Background: an optimization exercise with open tools, aiming at small area. Do not read the settings as production practice.
The RTL was checked by simulation tests, not by an equivalence proof against the original design.
No activity file was given, so power comes from the tool's default toggle rates.

File: design.v
`timescale 1ns / 1ps
module StartCastle(clk_vga, CurrentX, CurrentY, mapData, wall);
	input clk_vga;
	input [9:0]CurrentX;
	input [8:0]CurrentY;
	input [7:0]wall;
	output [7:0]mapData;
	reg [7:0]mColor;
	always @(posedge clk_vga) begin
		if(CurrentY < 40) begin
			mColor[7:0] <= wall;
		end
		else if(CurrentX < 40) begin
			mColor[7:0] <= wall;
		end
		else if(~(CurrentX < 600)) begin
			mColor[7:0] <= wall;
		end
		else if((~(CurrentY < 440) && (CurrentX < 260)) || (~(CurrentY < 440) && ~(CurrentX < 380))) begin
			mColor[7:0] <= wall;
		end else
			mColor[7:0] <= 8'b10110110;	
	end
	assign mapData = mColor;
endmodule
`timescale 1ns / 1ps
module HallwayTop(clk_vga, CurrentX, CurrentY, mapData, wall);
	input clk_vga;
	input [9:0]CurrentX;
	input [8:0]CurrentY;
	input [7:0]wall;
	output [7:0]mapData;
	reg [7:0]mColor;
	always @(posedge clk_vga) begin
		if(~(CurrentY < 440)) begin
			mColor[7:0] <= wall;
		end
		else if(CurrentX > 600)begin
			mColor[7:0] <= wall;
		end
		else if(((CurrentY < 40) && (CurrentX < 260)) || ((CurrentY < 40) && ~(CurrentX < 380))) begin
			mColor[7:0] <= wall;
		end else
			mColor[7:0] <= 8'b10110110;
	end
	assign mapData = mColor;
endmodule
`timescale 1ns / 1ps
module HallwayLeft(clk_vga, CurrentX, CurrentY, mapData, wall);
	input clk_vga;
	input [9:0]CurrentX;
	input [8:0]CurrentY;
	input [7:0]wall;
	output [7:0]mapData;
	reg [7:0]mColor;
	always @(posedge clk_vga) begin
		if(((CurrentY < 40) && (CurrentX < 260)) || ((CurrentY < 40) && ~(CurrentX < 380))) begin
			mColor[7:0] <= wall;
		end
		else if(CurrentX < 40)
			mColor[7:0] <= wall;
		else if(~(CurrentY < 440)) begin
			mColor[7:0] <= wall;
		end else
			mColor[7:0] <= 8'b10110110;	
		end
	assign mapData = mColor;
endmodule
module Castle(clk_vga, CurrentX, CurrentY, mapData, wall);
	input clk_vga;
	input [9:0]CurrentX;
	input [8:0]CurrentY;
	input [7:0]wall;
	output [7:0]mapData;
	reg [7:0]mColor;
	always @(posedge clk_vga) begin
		if(CurrentX >= 0 && CurrentX <= 31)
			mColor[7:0] <= wall;
		else if(CurrentX >= 608)
			mColor[7:0] <= wall;
		else if(CurrentY >=441 && ( (CurrentX <= 256) || (CurrentX >= 384) ) )
			mColor[7:0] <= wall;
		else if(CurrentY <= 39 && ( (CurrentX <= 159) || (CurrentX >= 480) ) )
			mColor[7:0] <= wall;
		else if( (CurrentX >= 160 && CurrentX <= 175) && (
			(CurrentY <= 199) ) )
			mColor[7:0] <= wall;
		else if( (CurrentX >= 176 && CurrentX <= 191) && (
			(CurrentY >= 40 && CurrentY <= 199) ) )
			mColor[7:0] <= wall;
		else if( (CurrentX >= 192 && CurrentX <= 207) && (
			(CurrentY <= 359) ) )
			mColor[7:0] <= wall;
		else if( (CurrentX >= 208 && CurrentX <= 223) && (
			(CurrentY >= 40 && CurrentY <= 359) ) )
			mColor[7:0] <= wall;
		else if( (CurrentX >= 224 && CurrentX <= 239) && (
			(CurrentY <= 359) ) )
			mColor[7:0] <= wall;
		else if( (CurrentX >= 240 && CurrentX <= 255) && (
			(CurrentY >= 40 && CurrentY <= 359) ) )
			mColor[7:0] <= wall;
		else if( (CurrentX >= 256 && CurrentX <= 271) && (
			(CurrentY <= 359) ) )
			mColor[7:0] <= wall;
		else if( (CurrentX >= 272 && CurrentX <= 287) && (
			(CurrentY >= 120 && CurrentY <= 359) ) )
			mColor[7:0] <= wall;
		else if( (CurrentX >= 288 && CurrentX <= 351) && (
			(CurrentY >= 120 && CurrentY <= 279) ) )
			mColor[7:0] <= wall;
		else if( (CurrentX >= 352 && CurrentX <= 367) && (
			(CurrentY >= 120 && CurrentY <= 359) ) )
			mColor[7:0] <= wall;
		else if( (CurrentX >= 368 && CurrentX <= 383) && (
			(CurrentY <= 359) ) )
			mColor[7:0] <= wall;
		else if( (CurrentX >= 384 && CurrentX <= 399) && (
			(CurrentY >= 40 && CurrentY <= 359) ) )
			mColor[7:0] <= wall;
		else if( (CurrentX >= 400 && CurrentX <= 415) && (
			(CurrentY <= 359) ) )
			mColor[7:0] <= wall;
		else if( (CurrentX >= 416 && CurrentX <= 431) && (
			(CurrentY >= 40 && CurrentY <= 359) ) )
			mColor[7:0] <= wall;
		else if( (CurrentX >= 432 && CurrentX <= 447) && (
			(CurrentY <= 359) ) )
			mColor[7:0] <= wall;
		else if( (CurrentX >= 448 && CurrentX <= 463) && (
			(CurrentY >= 40 && CurrentY <= 199) ) )
			mColor[7:0] <= wall;
		else if( (CurrentX >= 464 && CurrentX <= 479) && (
			(CurrentY <= 199) ) )
			mColor[7:0] <= wall;
		else
			mColor[7:0] <= 8'b10110110;
	end
	assign mapData = mColor;
endmodule
 module CenterMaze(clk_vga, CurrentX, CurrentY, mapData, wall);
	input clk_vga;
	input [9:0]CurrentX;
	input [8:0]CurrentY;
	input [7:0]wall;
	output [7:0]mapData;
	reg [7:0]mColor;
	always @(posedge clk_vga) begin
		if((CurrentX >= 0 && CurrentX <=63) && ( 
			(CurrentY <= 39) ||
			(CurrentY >= 120 && CurrentY <= 199) || 
			(CurrentY >= 280 && CurrentY <= 359) ||
			(CurrentY >= 441) ) )
			mColor[7:0] <= wall;
		else if( (CurrentX >= 64 && CurrentX <= 95) && ( 
			(CurrentY >= 120 && CurrentY <= 199) || 
			(CurrentY >= 441) ) )
			mColor[7:0] <= wall;
		else if( (CurrentX >= 96 && CurrentX <= 127) && ( 
			(CurrentY <= 199) || 
			(CurrentY >= 441) ) ) 
			mColor[7:0] <= wall;
		else if( (CurrentX >= 128 && CurrentX <= 159) && ( 
			(CurrentY >= 120 && CurrentY <= 199) ) )
			mColor[7:0] <= wall;
		else if( (CurrentX >= 160 && CurrentX <= 191) && (
			(CurrentY <= 39) ||
			(CurrentY >= 120) ) )
			mColor[7:0] <= wall;
		else if( (CurrentX >= 192 && CurrentX <= 223) && (
			(CurrentY <= 39) ) )
			mColor[7:0] <= wall;
		else if( (CurrentX >= 224 && CurrentX <= 255) ) 
			mColor[7:0] <= wall;
		else if( (CurrentX >= 256 && CurrentX <= 287) && (
			(CurrentY <= 359) ) )
			mColor[7:0] <= wall;
		else if( (CurrentX >= 352 && CurrentX <= 383) && (
			(CurrentY <= 359) ) )
			mColor[7:0] <= wall;
		else if( (CurrentX >= 384 && CurrentX <= 415) ) 
			mColor[7:0] <= wall;
		else if( (CurrentX >= 416 && CurrentX <= 447) && (
			(CurrentY <= 39) ) )
			mColor[7:0] <= wall;
		else if( (CurrentX >= 448 && CurrentX <= 479) && (
			(CurrentY <= 39) ||
			(CurrentY >= 120) ) )
			mColor[7:0] <= wall;
		else if( (CurrentX >= 480 && CurrentX <= 511) && (
			(CurrentY >= 120 && CurrentY <= 199) ) )
			mColor[7:0] <= wall;
		else if( (CurrentX >= 512 && CurrentX <= 543) && (
			(CurrentY <= 199) || 
			(CurrentY >= 441) ) ) 
			mColor[7:0] <= wall;
		else if( (CurrentX >= 544 && CurrentX <= 575) && ( 
			(CurrentY >= 120 && CurrentY <= 199) || 
			(CurrentY >= 441) ) )
			mColor[7:0] <= wall;
		else if((CurrentX >= 576 && CurrentX <= 640) && ( 
			(CurrentY <= 39) ||
			(CurrentY >= 120 && CurrentY <= 199) || 
			(CurrentY >= 280 && CurrentY <= 359) ||
			(CurrentY >= 441) ) )
			mColor[7:0] <= wall;
		else
			mColor[7:0] <= 8'b10110110;
	end
	assign mapData = mColor;
endmodule
module ECenter(clk_vga, CurrentX, CurrentY, mapData, wall);
	input clk_vga;
	input [9:0]CurrentX;
	input [8:0]CurrentY;
	input [7:0]wall;
	output [7:0]mapData;
	reg [7:0]mColor;
	always @(posedge clk_vga) begin
		if((CurrentX >= 0 && CurrentX <=63) && ( 
			(CurrentY <= 39) || 
			(CurrentY >= 120 && CurrentY <=199) ||
			(CurrentY >= 280 && CurrentY <= 359) ||
			(CurrentY >= 441) ) )
			mColor[7:0] <= wall;
		else if( (CurrentX >= 64 && CurrentX <= 95) && ( 
			(CurrentY <= 39) ||
			(CurrentY >= 280 && CurrentY <= 359) ||
			(CurrentY >= 441) ) )
			mColor[7:0] <= wall;
		else if( (CurrentX >= 96 && CurrentX <= 127) && ( 
			(CurrentY <= 359) || 
			(CurrentY >= 441) ) ) 
			mColor[7:0] <= wall;
		else if( (CurrentX >= 128 && CurrentX <= 159) && ( 
			(CurrentY >= 441) ) ) 
			mColor[7:0] <= wall;
		else if( (CurrentX >= 160 && CurrentX <= 191) && (
			(CurrentY <= 359) || 
			(CurrentY >= 441) ) ) 
			mColor[7:0] <= wall;
		else if( (CurrentX >= 192 && CurrentX <= 223) && (
			(CurrentY >= 280 && CurrentY <= 360) || 
			(CurrentY >= 441) ) )
			mColor[7:0] <= wall;
		else if( (CurrentX >= 224 && CurrentX <= 255) && (
			(CurrentY <= 199) || 
			(CurrentY >= 280 && CurrentY <= 359))) 
			mColor[7:0] <= wall;
		else if( (CurrentX >= 256 && CurrentX <= 287) && (
			(CurrentY >= 120 && CurrentY <= 199) ||
			(CurrentY >= 280 && CurrentY <= 359) ) )
			mColor[7:0] <= wall;
		else if( (CurrentX >= 288 && CurrentX <= 351) && (
			(CurrentY <= 39) ||
			(CurrentY >= 120 && CurrentY <= 199) ||
			(CurrentY >= 280 && CurrentY <= 359) ) )
			mColor[7:0] <= wall;
		else if( (CurrentX >= 352 && CurrentX <= 383) && (
			(CurrentY >= 120 && CurrentY <= 199) ||
			(CurrentY >= 280 && CurrentY <= 359) ) )
			mColor[7:0] <= wall;
		else if( (CurrentX >= 384 && CurrentX <= 415) && (
			(CurrentY <= 199) || 
			(CurrentY >= 280 && CurrentY <= 359))) 
			mColor[7:0] <= wall;
		else if( (CurrentX >= 416 && CurrentX <= 447) && (
			(CurrentY >= 280 && CurrentY <= 360) || 
			(CurrentY >= 441) ) )
			mColor[7:0] <= wall;
		else if( (CurrentX >= 448 && CurrentX <= 479) && (
			(CurrentY <= 359) || 
			(CurrentY >= 441) ) ) 
			mColor[7:0] <= wall;
		else if( (CurrentX >= 480 && CurrentX <= 511) && (
			(CurrentY >= 441) ) ) 
			mColor[7:0] <= wall;
		else if( (CurrentX >= 512 && CurrentX <= 543) && (
			(CurrentY <= 359) || 
			(CurrentY >= 441) ) ) 
			mColor[7:0] <= wall;
		else if( (CurrentX >= 544 && CurrentX <= 575) && ( 
			(CurrentY <= 39) ||
			(CurrentY >= 280 && CurrentY <= 359) ||
			(CurrentY >= 441) ) )
			mColor[7:0] <= wall;
		else if((CurrentX >= 576 && CurrentX <= 640) && ( 
			(CurrentY <= 39) || 
			(CurrentY >= 120 && CurrentY <=199) ||
			(CurrentY >= 280 && CurrentY <= 359) ||
			(CurrentY >= 441) ) )
			mColor[7:0] <= wall;
		else
			mColor[7:0] <= 8'b10110110;
	end
	assign mapData = mColor;
endmodule
module NCenterMaze(clk_vga, CurrentX, CurrentY, mapData, wall);
	input clk_vga;
	input [9:0] CurrentX;
	input [8:0] CurrentY;
	input [7:0] wall;
	output [7:0] mapData;
	reg [7:0] mColor;
	always @(posedge clk_vga) begin
		if((CurrentX >= 0 && CurrentX <=63) && (
			(CurrentY <= 39) ||
			(CurrentY >= 120 && CurrentY <= 359) || 
			(CurrentY >= 441) ) )
			mColor[7:0] <= wall;
		else if( (CurrentX >= 64 && CurrentX <= 95) && ( 
			(CurrentY <= 39) || 
			(CurrentY >= 280 && CurrentY <= 359) ) )
			mColor[7:0] <= wall;
		else if( (CurrentX >= 96 && CurrentX <= 127) && ( 
			(CurrentY <= 39) || 
			(CurrentY >= 280) ) )
			mColor[7:0] <= wall;
		else if( (CurrentX >= 128 && CurrentX <= 159) && ( 
			(CurrentY <= 359) ) )
			mColor[7:0] <= wall;
		else if( (CurrentX >= 160 && CurrentX <= 224) && (
			(CurrentY <= 39) ||
			(CurrentY >= 280 && CurrentY <= 359) ||
			(CurrentY >= 441) ) )
			mColor[7:0] <= wall;
		else if( (CurrentX >= 224 && CurrentX <= 255) && (
			(CurrentY <= 199) || 
			(CurrentY >= 280 && CurrentY <= 359) ||
			(CurrentY >= 441) ) )
			mColor[7:0] <= wall;
		else if( (CurrentX >= 256 && CurrentX <= 287) && (
			(CurrentY >= 120 && CurrentY <= 199) ||
			(CurrentY >= 280) ) )
			mColor[7:0] <= wall;
		else if( (CurrentX >= 352 && CurrentX <= 383) && (
			(CurrentY >= 120 && CurrentY <= 199) ||
			(CurrentY >= 280) ) )
			mColor[7:0] <= wall;
		else if( (CurrentX >= 384 && CurrentX <= 415) && (
			(CurrentY <= 199) || 
			(CurrentY >= 280 && CurrentY <= 359) ||
			(CurrentY >= 441) ) )
			mColor[7:0] <= wall;
		else if( (CurrentX >= 416 && CurrentX <= 479) && (
			(CurrentY <= 39) ||
			(CurrentY >= 280 && CurrentY <= 359) ||
			(CurrentY >= 441) ) )
			mColor[7:0] <= wall;
		else if( (CurrentX >= 480 && CurrentX <= 511) && (
			(CurrentY <= 359) ) )
			mColor[7:0] <= wall;
		else if( (CurrentX >= 512 && CurrentX <= 543) && (
			(CurrentY <= 39) || 
			(CurrentY >= 280) ) )
			mColor[7:0] <= wall;
		else if( (CurrentX >= 544 && CurrentX <= 575) && ( 
			(CurrentY <= 39) || 
			(CurrentY >= 280 && CurrentY <= 359) ) )
			mColor[7:0] <= wall;
		else if((CurrentX >= 576 && CurrentX <= 640) && ( 
			(CurrentY <= 39) ||
			(CurrentY >= 120 && CurrentY <= 359) || 
			(CurrentY >= 441) ) )
			mColor[7:0] <= wall;
		else
			mColor[7:0] <= 8'b10110110;
	end
	assign mapData = mColor;
endmodule
module SCenterMaze(clk_vga, CurrentX, CurrentY, mapData, wall);
	input clk_vga;
	input [9:0]CurrentX;
	input [8:0]CurrentY;
	input [7:0]wall;
	output [7:0]mapData;
	reg [7:0]mColor;
	always @(posedge clk_vga) begin
		if((CurrentX >= 0 && CurrentX <=63) && ( 
			(CurrentY <= 39) ||
			(CurrentY >= 120 && CurrentY <= 359) || 
			(CurrentY >= 441) ) )
			mColor[7:0] <= wall;
		else if( (CurrentX >= 64 && CurrentX <= 95) && ( 
			(CurrentY <= 39) ||
			(CurrentY >= 280 && CurrentY <= 359) || 
			(CurrentY >= 441) ) )
			mColor[7:0] <= wall;
		else if( (CurrentX >= 96 && CurrentX <= 127) && ( 
			(CurrentY <= 199) || 
			(CurrentY >= 281) ) ) 
			mColor[7:0] <= wall;
		else if( (CurrentX >= 128 && CurrentX <= 159) && ( 
			(CurrentY >= 120 && CurrentY <= 199) || 
			(CurrentY >= 441) ) )
			mColor[7:0] <= wall;
		else if( (CurrentX >= 160 && CurrentX <= 191) && (
			(CurrentY <= 39) ||
			(CurrentY >= 120 && CurrentY <= 199) ||
			(CurrentY >= 441) ) )
			mColor[7:0] <= wall;
		else if( (CurrentX >= 192 && CurrentX <= 223) && (
			(CurrentY >= 120 && CurrentY <= 199) || 
			(CurrentY >= 441) ) )
			mColor[7:0] <= wall;
		else if( (CurrentX >= 224 && CurrentX <= 255) && (
			(CurrentY <= 199) || 
			(CurrentY >= 441) ) ) 
			mColor[7:0] <= wall;
		else if( (CurrentX >= 256 && CurrentX <= 383) && (
			(CurrentY >= 441) ) )
			mColor[7:0] <= wall;
		else if( (CurrentX >= 384 && CurrentX <= 415) && (
			(CurrentY <= 199) || 
			(CurrentY >= 441) ) ) 
			mColor[7:0] <= wall;
		else if( (CurrentX >= 416 && CurrentX <= 447) && (
			(CurrentY >= 120 && CurrentY <= 199) || 
			(CurrentY >= 441) ) )
			mColor[7:0] <= wall;
		else if( (CurrentX >= 448 && CurrentX <= 479) && (
			(CurrentY <= 39) ||
			(CurrentY >= 120 && CurrentY <= 199) ||
			(CurrentY >= 441) ) )
			mColor[7:0] <= wall;
		else if( (CurrentX >= 480 && CurrentX <= 511) && (
			(CurrentY >= 120 && CurrentY <= 199) || 
			(CurrentY >= 441) ) )
			mColor[7:0] <= wall;
		else if( (CurrentX >= 512 && CurrentX <= 543) && (
			(CurrentY <= 199) || 
			(CurrentY >= 281) ) ) 
			mColor[7:0] <= wall;
		else if( (CurrentX >= 544 && CurrentX <= 575) && ( 
			(CurrentY <= 39) ||
			(CurrentY >= 280 && CurrentY <= 359) || 
			(CurrentY >= 441) ) )
			mColor[7:0] <= wall;
		else if((CurrentX >= 576 && CurrentX <= 640) && ( 
			(CurrentY <= 39) ||
			(CurrentY >= 120 && CurrentY <= 359) || 
			(CurrentY >= 441) ) )
			mColor[7:0] <= wall;
		else
			mColor[7:0] <= 8'b10110110;
	end
	assign mapData = mColor;
endmodule
module SWMaze(clk_vga, CurrentX, CurrentY, mapData, wall);
	input clk_vga;
	input [9:0]CurrentX;
	input [8:0]CurrentY;
	input [7:0]wall;
	output [7:0]mapData;
	reg [7:0]mColor;
	always @(posedge clk_vga) begin
		if((CurrentY < 40) && (CurrentX >= 0))
			mColor[7:0] <= wall;
		else if((CurrentX >= 0 && CurrentX <=63) && ( 
			(CurrentY >= 120 && CurrentY <= 359) || 
			(CurrentY >= 441) ) )
			mColor[7:0] <= wall;
		else if( (CurrentX >= 64 && CurrentX <= 95) && ( 
			(CurrentY >= 120 && CurrentY <= 199) || 
			(CurrentY >= 441) ) )
			mColor[7:0] <= wall;
		else if( (CurrentX >= 96 && CurrentX <= 127) && ( 
			(CurrentY >= 120 && CurrentY <= 199) || 
			(CurrentY >= 280) ) ) 
			mColor[7:0] <= wall;
		else if( (CurrentX >= 128 && CurrentX <= 159) && ( 
			(CurrentY >= 120 && CurrentY <= 199) || 
			(CurrentY >= 280 && CurrentY <= 359) ) )
			mColor[7:0] <= wall;
		else if( (CurrentX >= 160 && CurrentX <= 191) && (
			(CurrentY >= 280 && CurrentY <= 359) ||
			(CurrentY >= 400) ) )
			mColor[7:0] <= wall;
		else if( (CurrentX >= 192 && CurrentX <= 223) && (
			(CurrentY >= 120 && CurrentY <= 199) || 
			(CurrentY >= 280 && CurrentY <= 359) ) )
			mColor[7:0] <= wall;
		else if( (CurrentX >= 224 && CurrentX <= 255) && (
			(CurrentY >= 120 && CurrentY <= 199) || 
			(CurrentY >= 280) ) ) 
			mColor[7:0] <= wall;
		else if( (CurrentX >= 256 && CurrentX <= 287) && (
			(CurrentY >= 120 && CurrentY <= 199) ) )
			mColor[7:0] <= wall;
		else if( (CurrentX >= 288 && CurrentX <= 351) && (
			(CurrentY >= 120) ) )
			mColor[7:0] <= wall;
		else if( (CurrentX >= 352 && CurrentX <= 383) && (
			(CurrentY >= 120 && CurrentY <= 199) ) )
			mColor[7:0] <= wall;
		else if( (CurrentX >= 384 && CurrentX <= 415) && (
			(CurrentY >= 120 && CurrentY <= 199) || 
			(CurrentY >= 280) ) ) 
			mColor[7:0] <= wall;
		else if( (CurrentX >= 416 && CurrentX <= 447) && (
			(CurrentY >= 120 && CurrentY <= 199) || 
			(CurrentY >= 280 && CurrentY <= 359) ) )
			mColor[7:0] <= wall;
		else if( (CurrentX >= 448 && CurrentX <= 479) && (
			(CurrentY >= 280 && CurrentY <= 359) ||
			(CurrentY >= 400) ) )
			mColor[7:0] <= wall;
		else if( (CurrentX >= 480 && CurrentX <= 511) && (
			(CurrentY >= 120 && CurrentY <= 199) || 
			(CurrentY >= 280 && CurrentY <= 359) ) )
			mColor[7:0] <= wall;
		else if( (CurrentX >= 512 && CurrentX <= 543) && (
			(CurrentY >= 120 && CurrentY <= 199) || 
			(CurrentY >= 280) ) ) 
			mColor[7:0] <= wall;
		else if( (CurrentX >= 544 && CurrentX <= 575) && ( 
			(CurrentY >= 120 && CurrentY <= 199) || 
			(CurrentY >= 441) ) )
			mColor[7:0] <= wall;
		else if((CurrentX >= 576 && CurrentX <= 640) && ( 
			(CurrentY >= 120 && CurrentY <= 359) || 
			(CurrentY >= 441) ) )
			mColor[7:0] <= wall;
		else
			mColor[7:0] <= 8'b10110110;
	end
	assign mapData = mColor;
endmodule
`timescale 1ns / 1ps
module map_generator(clk_vga, reset, CurrentX, CurrentY, playerColor, mapData,
							mapX, mapY
    );
	input [9:0]CurrentX;
	input [8:0]CurrentY;
	input [7:0]playerColor;
	input [3:0]mapX;
	input [3:0]mapY;
	input clk_vga;
	input reset;
	output [7:0]mapData;
	reg [7:0]mColor;
	wire [7:0] startCastle;
	wire [7:0] hallwayTop;
	wire [7:0] hallwayRight = 8'b00000000;
	wire [7:0] blackKeyRoom = 8'b00000000;
	wire [7:0] hallwayLeft;
	wire [7:0] centerMaze;
	wire [7:0] eCenterMaze;
	wire [7:0] nCenterMaze;
	wire [7:0] sCenterMaze;
	wire [7:0] swMaze;
	wire [7:0] castle;
	StartCastle StartCastle(
		.clk_vga(clk_vga),
		.CurrentX(CurrentX),
		.CurrentY(CurrentY),
		.mapData(startCastle),
		.wall(playerColor)
	);
	HallwayTop HallwayTop(
		.clk_vga(clk_vga),
		.CurrentX(CurrentX),
		.CurrentY(CurrentY),
		.mapData(hallwayTop),
		.wall(playerColor)
	);
	HallwayLeft HallwayLeft(
		.clk_vga(clk_vga),
		.CurrentX(CurrentX),
		.CurrentY(CurrentY),
		.mapData(hallwayLeft),
		.wall(playerColor)
	);
	Castle Castle(
		.clk_vga(clk_vga),
		.CurrentX(CurrentX),
		.CurrentY(CurrentY),
		.mapData(castle),
		.wall(playerColor)
	);
	CenterMaze CenterMaze(
		.clk_vga(clk_vga),
		.CurrentX(CurrentX),
		.CurrentY(CurrentY),
		.mapData(centerMaze),
		.wall(playerColor)
	);
	ECenter ECenterMaze(
		.clk_vga(clk_vga),
		.CurrentX(CurrentX),
		.CurrentY(CurrentY),
		.mapData(eCenterMaze),
		.wall(playerColor)
	);
	NCenterMaze NCenterMaze(
		.clk_vga(clk_vga),
		.CurrentX(CurrentX),
		.CurrentY(CurrentY),
		.mapData(nCenterMaze),
		.wall(playerColor)
	);
	SCenterMaze SCenterMaze(
		.clk_vga(clk_vga),
		.CurrentX(CurrentX),
		.CurrentY(CurrentY),
		.mapData(sCenterMaze),
		.wall(playerColor)
	);
	SWMaze SWMaze(
		.clk_vga(clk_vga),
		.CurrentX(CurrentX),
		.CurrentY(CurrentY),
		.mapData(swMaze),
		.wall(playerColor)
	);
	always @(posedge clk_vga) begin
			if(mapX == 3 && mapY == 5)
				mColor[7:0] <= startCastle[7:0]; 
			else if(mapX == 3 && mapY == 6)
				mColor[7:0] <= hallwayTop[7:0]; 
			else if(mapX == 4 && mapY == 6)
				mColor[7:0] <= hallwayRight[7:0];
			else if(mapX == 4 && mapY == 7)
				mColor[7:0] <= blackKeyRoom[7:0];
			else if(mapX == 2 && mapY == 6)
				mColor[7:0] <= hallwayLeft;
			else if(mapX == 1 && mapY == 6) 
				mColor[7:0] <= sCenterMaze;
			else if(mapX == 2 && mapY == 4)
				mColor[7:0] <= swMaze;
			else if(mapX == 2 && mapY == 5)
				mColor[7:0] <= eCenterMaze;
			else if(mapX == 1 && mapY == 5)
				mColor[7:0] <= centerMaze;
			else if(mapX == 1 && mapY == 4)
				mColor[7:0] <= nCenterMaze;
			else if(mapX == 1 && mapY == 3)
				mColor[7:0] <= castle;
			else if(mapX == 1 && mapY == 2)
				mColor[7:0] <= startCastle;
			else begin
				mColor[7:0] <= 8'b00000000;
			end
		end
	assign mapData[7:0] = mColor[7:0];
endmodule
`timescale 1ns / 1ps
module vga_driver(clk, vs_vga, hs_vga, RED, GREEN, BLUE, CURX, CURY, COLOR, RESET);
	input clk;
	output vs_vga;
	output hs_vga;
	output [2:0] RED;
	output [2:0] GREEN;
	output [1:0] BLUE;
	reg VS;
	reg HS;
	input RESET;
	input [7:0] COLOR;
	output [9:0] CURX;
	output [8:0] CURY;
	parameter HDisplayArea = 640;   
	parameter HLimit = 800;         
	parameter HFrontPorch = 16; 	  
	parameter HBackPorch = 48;		  
	parameter HSyncWidth = 96;		  
	parameter VDisplayArea = 480;   
	parameter VLimit = 525; 		  
	parameter VFrontPorch = 10;	  
	parameter VBackPorch = 33;		  
	parameter VSyncWidth = 2;		  
	reg [9:0] CurHPos;  
	reg [9:0] CurVPos;  
	reg HBlank_reg, VBlank_reg, Blank;
	reg [9:0] CurrentX;     
	reg [8:0] CurrentY;     
	always @(posedge clk) begin
		if(CurHPos < HLimit-1) begin
			CurHPos <= CurHPos + 1;
		end
		else begin
			CurHPos <= 0;
			if(CurVPos < VLimit-1)
				CurVPos <= CurVPos + 1;
			else
				CurVPos <= 0;
		end
		if(RESET) begin
			CurHPos <= 0;
			CurVPos <= 0;
		end
	end
	always @(posedge clk)
		if((CurHPos < HSyncWidth) && ~RESET)
			HS <= 1;
		else
			HS <= 0;
	always @(posedge clk)
		if((CurVPos < VSyncWidth) && ~RESET)
			VS <= 1;
		else
			VS <= 0;
	always @(posedge clk) 
		if((CurHPos >= HSyncWidth + HFrontPorch) && (CurHPos < HSyncWidth + HFrontPorch + HDisplayArea) || RESET)
			HBlank_reg <= 0;
		else
			HBlank_reg <= 1;
	always @(posedge clk)
		if((CurVPos >= VSyncWidth + VFrontPorch) && (CurVPos < VSyncWidth + VFrontPorch + VDisplayArea) || RESET)
			VBlank_reg <= 0;
		else
			VBlank_reg <= 1;
	always @(posedge clk)
		if((HBlank_reg || VBlank_reg) && ~RESET)
			Blank <= 1;
		else
			Blank <= 0;
	always @(posedge clk)
		if(HBlank_reg && ~RESET)
			CurrentX <= 0;
		else
			CurrentX <= CurHPos - HSyncWidth - HFrontPorch;
	always @(posedge clk) 
		if(VBlank_reg && ~RESET)
			CurrentY <= 0;
		else
			CurrentY <= CurVPos - VSyncWidth - VFrontPorch;
	assign CURX = CurrentX;
	assign CURY = CurrentY;
	assign hs_vga = HS;
	assign vs_vga = VS;
	assign RED = (Blank) ? 3'b000 : COLOR[7:5];
	assign GREEN = (Blank) ? 3'b000 : COLOR[4:2];
	assign BLUE = (Blank) ? 2'b00 : COLOR[1:0];
endmodule
`timescale 1ns / 1ps
module main(clk, vs_vga, hs_vga, RED, GREEN, BLUE, SWITCH, BUTTON);
	input [3:0] SWITCH;
	input [3:0] BUTTON;
	input clk;
	output [2:0] RED;
	output [2:0] GREEN;
	output [1:0] BLUE;
	output vs_vga;
	output hs_vga;
	parameter TICK_BITS = 9;
	wire [9:0] CurrentX;
	wire [8:0] CurrentY;
	wire [7:0] mapData;
	wire reset = SWITCH[3];
	reg [TICK_BITS-1:0] counter;
	reg turn;
	wire tick = (counter == {TICK_BITS{1'b1}}) && ~turn;
	reg [9:0] playerPosX;
	reg [8:0] playerPosY;
	reg [7:0] playerColor;
	reg [3:0] mapX;
	reg [3:0] mapY;
	reg [1:0] dragState;
	reg [9:0] grundleX;
	reg [8:0] grundleY;
	localparam [3:0] grundleMapX = 3;
	localparam [3:0] grundleMapY = 5;
	reg itemGet;
	reg [9:0] swordX;
	reg [8:0] swordY;
	parameter swordMapX = 3;
	parameter swordMapY = 5;
	reg [7:0] color;
	reg collision;
	vga_driver vga(.clk(clk),
	               .vs_vga(vs_vga),
						.hs_vga(hs_vga),
						.RED(RED),
						.GREEN(GREEN),
						.BLUE(BLUE),
						.CURX(CurrentX), 
						.CURY(CurrentY), 
						.COLOR(color),
						.RESET(SWITCH[3])
	);
	map_generator map(.clk_vga(clk),
						.CurrentX(CurrentX),
						.CurrentY(CurrentY),
						.reset(SWITCH[3]),
						.mapData(mapData),
						.playerColor(playerColor),
						.mapX(mapX),
						.mapY(mapY)
	);
	always @(posedge clk)begin
		if(reset) begin
			counter <= 0;
			turn <= 0;
		end
		else if(counter < {TICK_BITS{1'b1}})
			counter <= counter +1;
		else begin
			counter <= 0;
			turn <= ~turn;
		end
	end
	always @(posedge clk) begin
		if(reset) begin
			playerPosX <= 320;
			playerPosY <= 380;
			mapX <= 3;
			mapY <= 5;
			playerColor <= 8'b11111100;
		end
		else if(tick) begin
		if(~(dragState == 1))begin
			if(BUTTON[0] && (playerPosX < 624)) begin
				if(collision)begin
					playerPosX <= playerPosX - 7;
				end
				else begin
					playerPosX <= playerPosX + 1;
				end
			end
			if (BUTTON[1] && (playerPosY < 470)) begin
				if(collision) begin
					playerPosY <= playerPosY - 7;
					end
				else begin
					playerPosY <= playerPosY + 1;
				end
			end
			if(BUTTON[2] && ~(playerPosY <= 10)) begin
				if(collision) begin
					playerPosY <= playerPosY + 7;
					end
				else begin
					playerPosY <= playerPosY - 1;
				end
			end
			if(BUTTON[3] && ~(playerPosX <= 16)) begin
				if(collision) begin
					playerPosX <= playerPosX + 7;
					end
				else begin
					playerPosX <= playerPosX - 1;
				end
			end
		end
		if(~(playerPosX < 624) && ~(mapX == 8)) begin
			if(mapX == 1 && mapY == 6) begin
				mapX <= 1;
				mapY <= 4;
			end
			else if(mapX == 2 && mapY == 5) begin
				mapX <= 1;
				mapY <= 5;
			end
			else if(mapX == 2 && mapY == 4) begin
				mapX <= 1;
				mapY <= 6;
			end
			else begin
				mapX <= mapX + 1;
			end
			playerPosX <= 20;
		end
		else if(~(playerPosY < 470) && ~(mapY == 8)) begin
			playerPosY <= 14;
			mapY <= mapY + 1;
		end
		else if(playerPosY <= 10 && ~(mapY == 0)) begin
			playerPosY <= 466;
			mapY <= mapY - 1;
		end
		else if(playerPosX <= 16 && ~(mapX == 0)) begin
			if(mapX == 1 && mapY == 6) begin
				mapX <= 2;
				mapY <= 4;
			end
			else if(mapX == 1 && mapY == 5) begin
				mapX <= 2;
				mapY <= 5;
			end
			else if(mapX == 1 && mapY == 4) begin
				mapX <= 1;
				mapY <= 6;
			end
			else begin
				mapX <= mapX - 1;
			end
			playerPosX <= 619;
		end
		if(mapX == 3 && mapY <= 5) begin
			if(itemGet == 1 && dragState == 2)begin
				playerColor[3:0] <= playerPosX[3:0];
				playerColor[7:4] <= playerPosY[7:4];
			end
			else
				playerColor[7:0] <= 8'b11111100;		
		end
		else if(mapX == 1) begin
			if(mapY == 2)
				playerColor[7:0] <= 8'b10000111;
			else if(mapY == 3)
				playerColor[7:0] <= 8'b00000000;
			else
				playerColor[7:0] <= 8'b00100111;
		end
		else if(mapX == 2	&& mapY < 6)
			playerColor[7:0] <= 8'b00100111;
		else if(mapX == 2 && mapY == 6)
			playerColor[7:0] <= 8'b01111000;
		else if(mapX == 3 && mapY == 6)
			playerColor[7:0] <= 8'b00011100;
		else
			playerColor[7:0] <= 8'b11111111;
		end
	end
	always @(posedge clk) begin
		if(reset) begin
			dragState <= 0;
			grundleX <= 160;
			grundleY <= 240;
		end
		else if(tick) begin
		if(mapX == grundleMapX && mapY == grundleMapY && dragState == 0) begin
			if(playerPosX > grundleX)
				grundleX <= grundleX + 1;
			if(playerPosY > grundleY)
				grundleY <= grundleY + 1;
			if(playerPosX < grundleX)
				grundleX <= grundleX - 1;
			if(playerPosY < grundleY)
				grundleY <= grundleY - 1;	
			if(playerPosX == grundleX && playerPosY == grundleY)
				if(itemGet == 1)
					dragState <= 2;
				else
					dragState <= 1;
			else 
				dragState <= 0;
		end
		end
	end
	always @(posedge clk)begin
		if(reset) begin
			itemGet <= 0;
			swordX <= 560;
			swordY <= 240;
		end
		else if(tick) begin
		if(mapX == swordMapX && mapY == swordMapY) begin
			if((playerPosX > swordX -28 && playerPosX < swordX -24) &&  (playerPosY > swordY -4 && playerPosY < swordY +8))begin
				itemGet <= 1;
			end
		end
		if(itemGet == 1) begin
			swordX <= playerPosX +32;
			swordY <= playerPosY;
		end
		end
	end
	always @(posedge clk) begin
			if((mapX == grundleMapX && mapY == grundleMapY && dragState == 0) 
				&& (
						(((CurrentX >= grundleX -12) && (CurrentX < grundleX -8)) && (
								((CurrentY >= grundleY) && (CurrentY <= grundleY+8)) || 
								((CurrentY >= grundleY + 32) && (CurrentY <= grundleY + 52)) ||
								((CurrentY >= grundleY + 60) && (CurrentY <= grundleY + 68))
							))
						||	(((CurrentX >= grundleX -8) && (CurrentX < grundleX -4)) && (
								((CurrentY >= grundleY) && (CurrentY <= grundleY+8)) ||
								((CurrentY >= grundleY +28) && (CurrentY <= grundleY +52)) ||
								((CurrentY >= grundleY +64) && (CurrentY <= grundleY +68))
							))
						|| (((CurrentX >= grundleX -4) && (CurrentX < grundleX)) && (
								((CurrentY >= grundleY) && (CurrentY <= grundleY+8)) ||
								((CurrentY >= grundleY +24) && (CurrentY <= grundleY +36)) ||
								((CurrentY >= grundleY +48) && (CurrentY <= grundleY +56)) ||
								((CurrentY >= grundleY +64) && (CurrentY <= grundleY +72))
							))
						|| (((CurrentX >= grundleX) && (CurrentX < grundleX +4)) && (
								((CurrentY >= grundleY) && (CurrentY <= grundleY+8)) ||
								((CurrentY >= grundleY +20) && (CurrentY <= grundleY +32)) ||
								((CurrentY >= grundleY +48) && (CurrentY <= grundleY +56)) ||
								((CurrentY >= grundleY +68) && (CurrentY <= grundleY +72))
							))
						|| (((CurrentX >= grundleX +4) && (CurrentX < grundleX +8)) && (
								((CurrentY >= grundleY -4) && (CurrentY <= grundleY)) ||
								((CurrentY >= grundleY +4) && (CurrentY <= grundleY +12)) ||
								((CurrentY >= grundleY +20) && (CurrentY <= grundleY +32)) ||
								((CurrentY >= grundleY +48) && (CurrentY <= grundleY +64)) ||
								((CurrentY >= grundleY +68) && (CurrentY <= grundleY +72))
							))
						|| (((CurrentX >= grundleX +8) && (CurrentX < grundleX +12)) && (
								((CurrentY >= grundleY -8) && (CurrentY <= grundleY)) ||
								((CurrentY >= grundleY +4) && (CurrentY <= grundleY +32)) ||
								((CurrentY >= grundleY +44) && (CurrentY <= grundleY +56)) ||
								((CurrentY >= grundleY +60) && (CurrentY <= grundleY +64)) ||
								((CurrentY >= grundleY +68) && (CurrentY <= grundleY +72))
							))
						|| (((CurrentX >= grundleX +12) && (CurrentX < grundleX +16)) && (
								((CurrentY >= grundleY -8) && (CurrentY <= grundleY +12)) ||
								((CurrentY >= grundleY +20) && (CurrentY <= grundleY +52)) ||
								((CurrentY >= grundleY +60) && (CurrentY <= grundleY +72))
							))
						|| (((CurrentX >= grundleX +16) && (CurrentX < grundleX +20)) && (
								((CurrentY >= grundleY -4) && (CurrentY <= grundleY +4)) ||
								((CurrentY >= grundleY +24) && (CurrentY <= grundleY +52))
							))
						)
			) begin
						color[7:0] <= 8'b00011100;
			end
			else if((mapX == grundleMapX && mapY == grundleMapY && dragState == 1) 
				&& (
						(((CurrentX >= grundleX -12) && (CurrentX < grundleX -8)) && (
								((CurrentY >= grundleY -16) && (CurrentY <= grundleY -12)) || 
								((CurrentY >= grundleY +20) && (CurrentY <= grundleY +24)) ||
								((CurrentY >= grundleY +60) && (CurrentY <= grundleY +72))
							))
						||	(((CurrentX >= grundleX -8) && (CurrentX < grundleX -4)) && (
								((CurrentY >= grundleY -12) && (CurrentY <= grundleY -8)) ||
								((CurrentY >= grundleY +16) && (CurrentY <= grundleY +20)) ||
								((CurrentY >= grundleY +32) && (CurrentY <= grundleY +48)) ||
								((CurrentY >= grundleY +60) && (CurrentY <= grundleY +64)) ||
								((CurrentY >= grundleY +68) && (CurrentY <= grundleY +72))
							))
						|| (((CurrentX >= grundleX -4) && (CurrentX < grundleX)) && (
								((CurrentY >= grundleY -8) && (CurrentY <= grundleY -4)) ||
								((CurrentY >= grundleY +12) && (CurrentY <= grundleY +16)) ||
								((CurrentY >= grundleY +28) && (CurrentY <= grundleY +52)) ||
								((CurrentY >= grundleY +60) && (CurrentY <= grundleY +64)) ||
								((CurrentY >= grundleY +68) && (CurrentY <= grundleY +72))
							))
						|| (((CurrentX >= grundleX) && (CurrentX < grundleX +4)) && (
								((CurrentY >= grundleY -4) && (CurrentY <= grundleY)) ||
								((CurrentY >= grundleY +8) && (CurrentY <= grundleY +12)) ||
								((CurrentY >= grundleY +24) && (CurrentY <= grundleY +56)) ||
								((CurrentY >= grundleY +60) && (CurrentY <= grundleY +64))
							))
						|| (((CurrentX >= grundleX +4) && (CurrentX < grundleX +8)) && (
								((CurrentY >= grundleY -4) && (CurrentY <= grundleY +12)) ||
								((CurrentY >= grundleY +20) && (CurrentY <= grundleY +64))
							))
						|| (((CurrentX >= grundleX +8) && (CurrentX < grundleX +12)) && (
								((CurrentY >= grundleY -8) && (CurrentY <= grundleY)) ||
								((CurrentY >= grundleY +4) && (CurrentY <= grundleY +56))
							))
						|| (((CurrentX >= grundleX +12) && (CurrentX < grundleX +16)) && (
								((CurrentY >= grundleY -8) && (CurrentY <= grundleY +12)) ||
								((CurrentY >= grundleY +20) && (CurrentY <= grundleY +52))
							))
						|| (((CurrentX >= grundleX +16) && (CurrentX < grundleX +20)) && (
								((CurrentY >= grundleY -4) && (CurrentY <= grundleY +4)) ||
								((CurrentY >= grundleY +28) && (CurrentY <= grundleY +48))
						))
					)
			) begin
						color[7:0] <= 8'b00011100;
			end
			else if((mapX == grundleMapX && mapY == grundleMapY && dragState == 2) 
				&& (
						(((CurrentX >= grundleX -12) && (CurrentX < grundleX -8)) && (
								((CurrentY >= grundleY +16) && (CurrentY <= grundleY +36))
							))
						||	(((CurrentX >= grundleX -8) && (CurrentX < grundleX -4)) && (
								((CurrentY >= grundleY +12) && (CurrentY <= grundleY +20)) ||
								((CurrentY >= grundleY +24) && (CurrentY <= grundleY +44)) ||
								((CurrentY >= grundleY +48) && (CurrentY <= grundleY +60))
							))
						|| (((CurrentX >= grundleX -4) && (CurrentX < grundleX)) && (
								((CurrentY >= grundleY +12) && (CurrentY <= grundleY +16)) ||
								((CurrentY >= grundleY +24) && (CurrentY <= grundleY +52)) ||
								((CurrentY >= grundleY +56) && (CurrentY <= grundleY +60))
							))
						|| (((CurrentX >= grundleX) && (CurrentX < grundleX +4)) && (
								((CurrentY >= grundleY +8) && (CurrentY <= grundleY +16)) ||
								((CurrentY >= grundleY +24) && (CurrentY <= grundleY +44)) ||
								((CurrentY >= grundleY +56) && (CurrentY <= grundleY +60))
							))
						|| (((CurrentX >= grundleX +4) && (CurrentX < grundleX +8)) && (
								((CurrentY >= grundleY -8) && (CurrentY <= grundleY +20)) ||
								((CurrentY >= grundleY +24) && (CurrentY <= grundleY +44)) ||
								((CurrentY >= grundleY +48) && (CurrentY <= grundleY +52)) ||
								((CurrentY >= grundleY +56) && (CurrentY <= grundleY +60))
							))
						|| (((CurrentX >= grundleX +8) && (CurrentX < grundleX +12)) && (
								((CurrentY >= grundleY -8) && (CurrentY <= grundleY +8)) ||
								((CurrentY >= grundleY +12) && (CurrentY <= grundleY +20)) ||
								((CurrentY >= grundleY +24) && (CurrentY <= grundleY +40)) ||
								((CurrentY >= grundleY +48) && (CurrentY <= grundleY +52)) ||
								((CurrentY >= grundleY +56) && (CurrentY <= grundleY +60)) 
							))
						|| (((CurrentX >= grundleX +12) && (CurrentX < grundleX +16)) && (
								((CurrentY >= grundleY +4) && (CurrentY <= grundleY +20)) ||
								((CurrentY >= grundleY +28) && (CurrentY <= grundleY +40)) ||
								((CurrentY >= grundleY +48) && (CurrentY <= grundleY +60)) 
							))
						|| (((CurrentX >= grundleX +16) && (CurrentX < grundleX +20)) && (
								((CurrentY >= grundleY +8) && (CurrentY <= grundleY +16))
						))
					)
			) begin
				color[7:0] <= 8'b00011100;
			end
			else if((dragState == 2) && (
					(((CurrentX >= swordX) && (CurrentX < swordX +4)) && (
								((CurrentY >= swordY) && (CurrentY <= swordY +12))
					))
				|| (((CurrentX >= swordX +4) && (CurrentX < swordX +8)) && (
								((CurrentY >= swordY +8) && (CurrentY <= swordY +20)) ||
								((CurrentY >= swordY +32) && (CurrentY <= swordY +36))
					))
				|| (((CurrentX >= swordX +8) && (CurrentX < swordX +12)) && (
								((CurrentY >= swordY +12) && (CurrentY <= swordY +24)) ||
								((CurrentY >= swordY +32) && (CurrentY <= swordY +36))
					))
				|| (((CurrentX >= swordX +12) && (CurrentX < swordX +16)) && (
								((CurrentY >= swordY +12) && (CurrentY <= swordY +36))
					))
				|| (((CurrentX >= swordX +16) && (CurrentX < swordX +20)) && (
								((CurrentY >= swordY +12) && (CurrentY <= swordY +36))
					))
				|| (((CurrentX >= swordX +20) && (CurrentX < swordX +24)) && (
								((CurrentY >= swordY +12) && (CurrentY <= swordY +24)) ||
								((CurrentY >= swordY +32) && (CurrentY <= swordY +36))
					))
				|| (((CurrentX >= swordX +24) && (CurrentX < swordX +28)) && (
								((CurrentY >= swordY +8) && (CurrentY <= swordY +20)) ||
								((CurrentY >= swordY +32) && (CurrentY <= swordY +36))
					))
				|| (((CurrentX >= swordX +28) && (CurrentX < swordX +32)) && (
								((CurrentY >= swordY) && (CurrentY <= swordY +12))
					))
				) 
			) begin
				color[3:0] <= playerPosX[3:0];
				color[7:4] <= playerPosY[7:4];
			end
			else if((((mapX == swordMapX && mapY == swordMapY) || (itemGet == 1)) && ~(dragState == 2)) && (
					(((CurrentY >= swordY -8) && (CurrentY < swordY -4)) && (
								((CurrentX >= swordX -20) && (CurrentX <= swordX -16))
					))
				|| (((CurrentY >= swordY -4) && (CurrentY < swordY)) && (
								((CurrentX >= swordX -24) && (CurrentX <= swordX -20))
					))
				|| (((CurrentY >= swordY) && (CurrentY < swordY +4)) && (
								((CurrentX >= swordX -28) && (CurrentX <= swordX))
					))
				|| (((CurrentY >= swordY +4) && (CurrentY < swordY +8)) && (
								((CurrentX >= swordX -24) && (CurrentX <= swordX -20))
					))
				|| (((CurrentY >= swordY +8) && (CurrentY < swordY +12)) && (
								((CurrentX >= swordX -20) && (CurrentX <= swordX -16))
					))
				)	
			)
				color[7:0] <= 8'b11111100;
			else if((CurrentY < playerPosY+9) && (CurrentX < playerPosX+9) && ~(CurrentY < playerPosY-9) && ~(CurrentX < playerPosX-9))begin
					color[7:0] <= playerColor[7:0];
					if(mapData[7:0] == playerColor[7:0] && ~(mapX == 1 && mapY == 3 && CurrentX > 256 && CurrentX < 384)) begin
						collision <= 1;
					end
					else begin
						collision <= 0;
					end
			end
			else
				color[7:0] <= mapData;
			if(reset)
				collision <= 0;
		end
endmodule
File: run.sh
#!/bin/bash
# synth_recipe.tcl (not shown) runs the flow's synth.tcl, then flattens the netlist and writes it again
# the make line also repeats each setting of config.mk as NAME=value (left out here)
make -C /OpenROAD-flow-scripts/flow DESIGN_CONFIG=/design/flow/config.mk WORK_HOME=/design/flow/orfs CLKGATE_MAP_FILE= SYNTH_SCRIPT=/design/flow/synth_recipe.tcl finish
File: config.mk
export PLATFORM = sky130hd
export DESIGN_NAME = main
export DESIGN_NICKNAME = main
export VERILOG_FILES = /design/flow/design.v
export SDC_FILE = /design/flow/constraint.sdc
export NUM_CORES = 4
export LEC_CHECK = 0
export CAP_MARGIN = 20
export CORE_MARGIN = 2
export CORE_UTILIZATION = 40
export SLEW_MARGIN = 20
File: constraint.sdc
create_clock -name core_clock -period 20.0 [get_ports {clk}]
set_input_delay 4.0000 -clock core_clock [delete_from_list [all_inputs] [get_ports {clk}]]
set_output_delay 4.0000 -clock core_clock [all_outputs]
set_load 0.01 [all_outputs]
==> reports/results.ini <==
[run_status]
status=finished clean

[setup_path]
worst_setup_path_start_kind=primary input
crit_chain=clkdlybuf4s50_1 -> nor2b_1 -> nor2_1 -> a221o_1 -> nand3_1 -> nand2_1 -> a221oi_1
critPathSlowestCell=nor2b_1
cp.arrival_ns=6.54
crit_type=in -> reg
cp_top_family=simple AND/OR/NAND/NOR gates
end_kind=register
cpPeakStageDelay_ns=0.75
required_ns=20.47
path_max_fanout=10
critPathBufInv=1

[cells_and_area]
multi_input_area_um2=21100
n_fill_cell=6681
area_growth_pct=7.187
seq_area_um2=4395
drive_above_1_share_pct=5.294
final_net_count=3911
fin_cells=4283
num_antenna_cells=0

[yosys]
synth_top_family_by_area=compound AO/OA/AOI/OAI gates
synth-edff-count=0
synth_top_area_share_pct=23.51
syn_nets=3973
synth-main-ff-cell=dfxtp_1
ys_warn_count=12
synth_compound_area_share_pct=25.16
async_reset_ff_share_pct=0
yosysSeqAreaShare_pct=16.41
synth.area.mux_share_pct=0.9926
synthAdderAreaFrac_pct=23.66
synth_xor_area_share_pct=9.243
synth-seq-cells=219
synth_area_um2=26720
synthTopCellsByArea=ha_1 (24%), dfxtp_1 (16%), xnor2_1 (8.0%)
yosys.area_share.simple_pct=19.86
synth_cell_types=92
synth.largest_area_cell=ha_1
avgSynthCellArea_um2=7.723
synthCells=3460

[grt]
grt_pass1_vias=24240
grt_usage_pct=24.00
antenna_found_initial=1
grt_max_degree=79
grt_overflow=0
grt_pass1_wl_um=135600

[power_and_ir_drop]
power_mw=1.160
internal_power_uw=818.8
clockPowerShare_pct=44.4
swShare_pct=29.44
p_seq_share_pct=39.3
p_comb_share_pct=16.3
peakVddDrop_uv=71.96
p_leak_nw=11.81
p_per_area_nw_per_um2=40.51
p_switching_uw=341.6

[clock_network]
hold_buffers=0
h-tree-depth=1
cts_tree=yes
cts_sinks=219
post_cts_resized=0
insertion_delay_ns=0.57
numCtsBuffers=27
clock_path_buffers=3
cts_root_buf=clkbuf_16
clk_pin_slew_worst_paths_ns=0.06
cts_setup_buffers=0

[detailed_routing]
wl_per_cell_um=19.94
viasPerCell=5.923
drt-initial-drc-count=2042
vias=25370
drc=0
firstDrtPassIters=5
finalWirelength_um=85400
antenna_left=0

[timing]
setup_viol=0
max_clock_freq_ghz=0.1646
grt_setup_unrepaired=no
fin_crit_ns=6.076
setup_tns_ns=0
fin_crit_sh_pct=30.38
hold_viol_final=0
worstMarginPinSlew_ns=0.9935
slew_headroom_pct=32.05
slew_viol_final=0
fin_skew_ns=0.01173

[floorplan]
coreArea_um2=65980
die_area_um2=68890
num_io_pins=19
start_util_pct=40.50
rows=94
die_width_um=262.5
die_y_um=262.5

[flow_run]
maxCapViolCount=0

[hold_path]
worstHoldPathType=reg -> reg

[place]
dp_hpwl_um=62330
io_buffer_count=15
gp_congestion=0.9383
dp.cells=4233

## cell usage after synthesis, drive strengths merged, types with 33 or more instances
cell / number
xnor2: 245
a31oi: 44
o21ai: 203
nand2b: 69
inv: 177
nand4: 50
nor3: 61
clkbuf: 126
o22ai: 38
dfxtp: 219
nor2: 305
nor2b: 87
a211o: 33
a211oi: 42
nand3: 112
a21oi: 290
ha: 502
nand2: 239
or2: 39
a21o: 58
o21a: 57
xor2: 37
## routing by layer
metal | share of wire (%) | vias up | track usage (%)
met5 | 0.019 | - | 0
met4 | 2.9 | 2 | 7.083
li1 | - | 12490 | -
met3 | 5.7 | 139 | 2.193
met2 | 44 | 813 | 39.16
met1 | 47 | 11930 | 33.49
## worst paths after layout
path,startpoint,end,slack [ns],cells after the start
hold reg to reg,swordX[1],swordX[1],0.46,2
hold / removal,swordX[1],swordX[1],0.46,2
setup / recovery,BUTTON[3],playerPosX[4],13.92,7
setup reg to reg,grundleY[4],color[7],14.04,16
## cell usage in the layout, fill, tap and decap left out, types with 37 or more instances in the layout
master	instances
nor2_1	305
nand2_1	239
dfxtp_1	210
a211oi_1	41
o22ai_1	37
nor2b_1	86
nand2b_1	69
a21oi_1	288
a21o_1	58
xor2_1	37
ha_1	502
nand4_1	50
xnor2_1	245
o21ai_0	180
nand3_1	112
inv_1	167
a31oi_1	44
buf_4	43
o21a_1	57
nor3_1	61
## worst register-to-register path, stage by stage, from the launching register on
cell	delay (ns)
dfxtp_1	0.90
inv_1	0.49
ha_1	0.37
inv_1	0.07
o21ai_0	0.22
xnor2_1	0.36
ha_1	0.28
nand2b_1	0.15
nor3_1	0.44
o21ai_1	0.18
a221oi_2	0.58
nor3_1	0.18
o41ai_1	0.49
nand4_1	0.14
nor3_1	0.26
o22ai_2	0.28
a211oi_1	0.42
## cell families after synthesis
kind of cell / after synthesis
and+or+nand+nor: 1080
DFF: 219
adders and majority gates: 504
xor gates and xnor gates: 282
muxes: 26
AOI/OAI and AO/OA: 1020
buffers and inverters: 329
## final cells by class
class / instances / share of cell area [%]
Timing Repair Buffer: 57 / 1.616
Tap cell: 864 / 3.774
Clock inverter: 17 / 0.6989
Clock buffer: 33 / 2.542
Multi-Input combinational cell: 2912 / 73.65
Sequential cell: 219 / 15.35
Inverter: 181 / 2.372
## per-stage QoR
stage / setup WS (ns) / instance area, um2 / util (%) / hold slack [ns]
after detailed placement: 13.48 / 27710 / 42.00 / 0.4546
after global placement: 13.43 / 27710 / 42.00 / 0.4454
after global routing: 13.92 / 28640 / 43.41 / 0.5004
after CTS: 14.07 / 28640 / 43.41 / 0.4632
final: 13.92 / 28640 / 43.41 / 0.4633
after floorplan: 14.61 / 26720 / - / 0.4258
## power by group through the flow
stage                     clock network (mW)  registers (mW)  logic, mW
final                                  0.515           0.456      0.189
after CTS                              0.524           0.456      0.186
after detailed placement                   0           0.466      0.185
after global routing                   0.542           0.457      0.209
after global placement                     0           0.466      0.184
after floorplan                            0           0.467      0.123

what the ideal ports hide:
How much do the figures lean on ideal ports? The routed layout below was timed once more, with nothing changed but the port constraints.
Step 1, drivers: a clkbuf_16 drives clk and a buf_2 each remaining input, both assumed.
Step 2 adds t to the input delays and takes it off the output delays; t is the mean of the earliest and latest rising clock arrival at the registers after step 1. Input paths then give back, and output paths get back, about the clock's delay inside the block.
Slacks: ideal ports / drivers / drivers and shift; pairs: ideal ports / drivers.
t, ns: 0.615
setup slack, ns: 13.924 / 13.954 / 13.339
worst slew at a driven data input, ns: 0.07
After both steps this run still meets setup and hold. For this run, drivers alone change the setup slack by +0.030 ns; drivers and shift together by -0.585 ns.
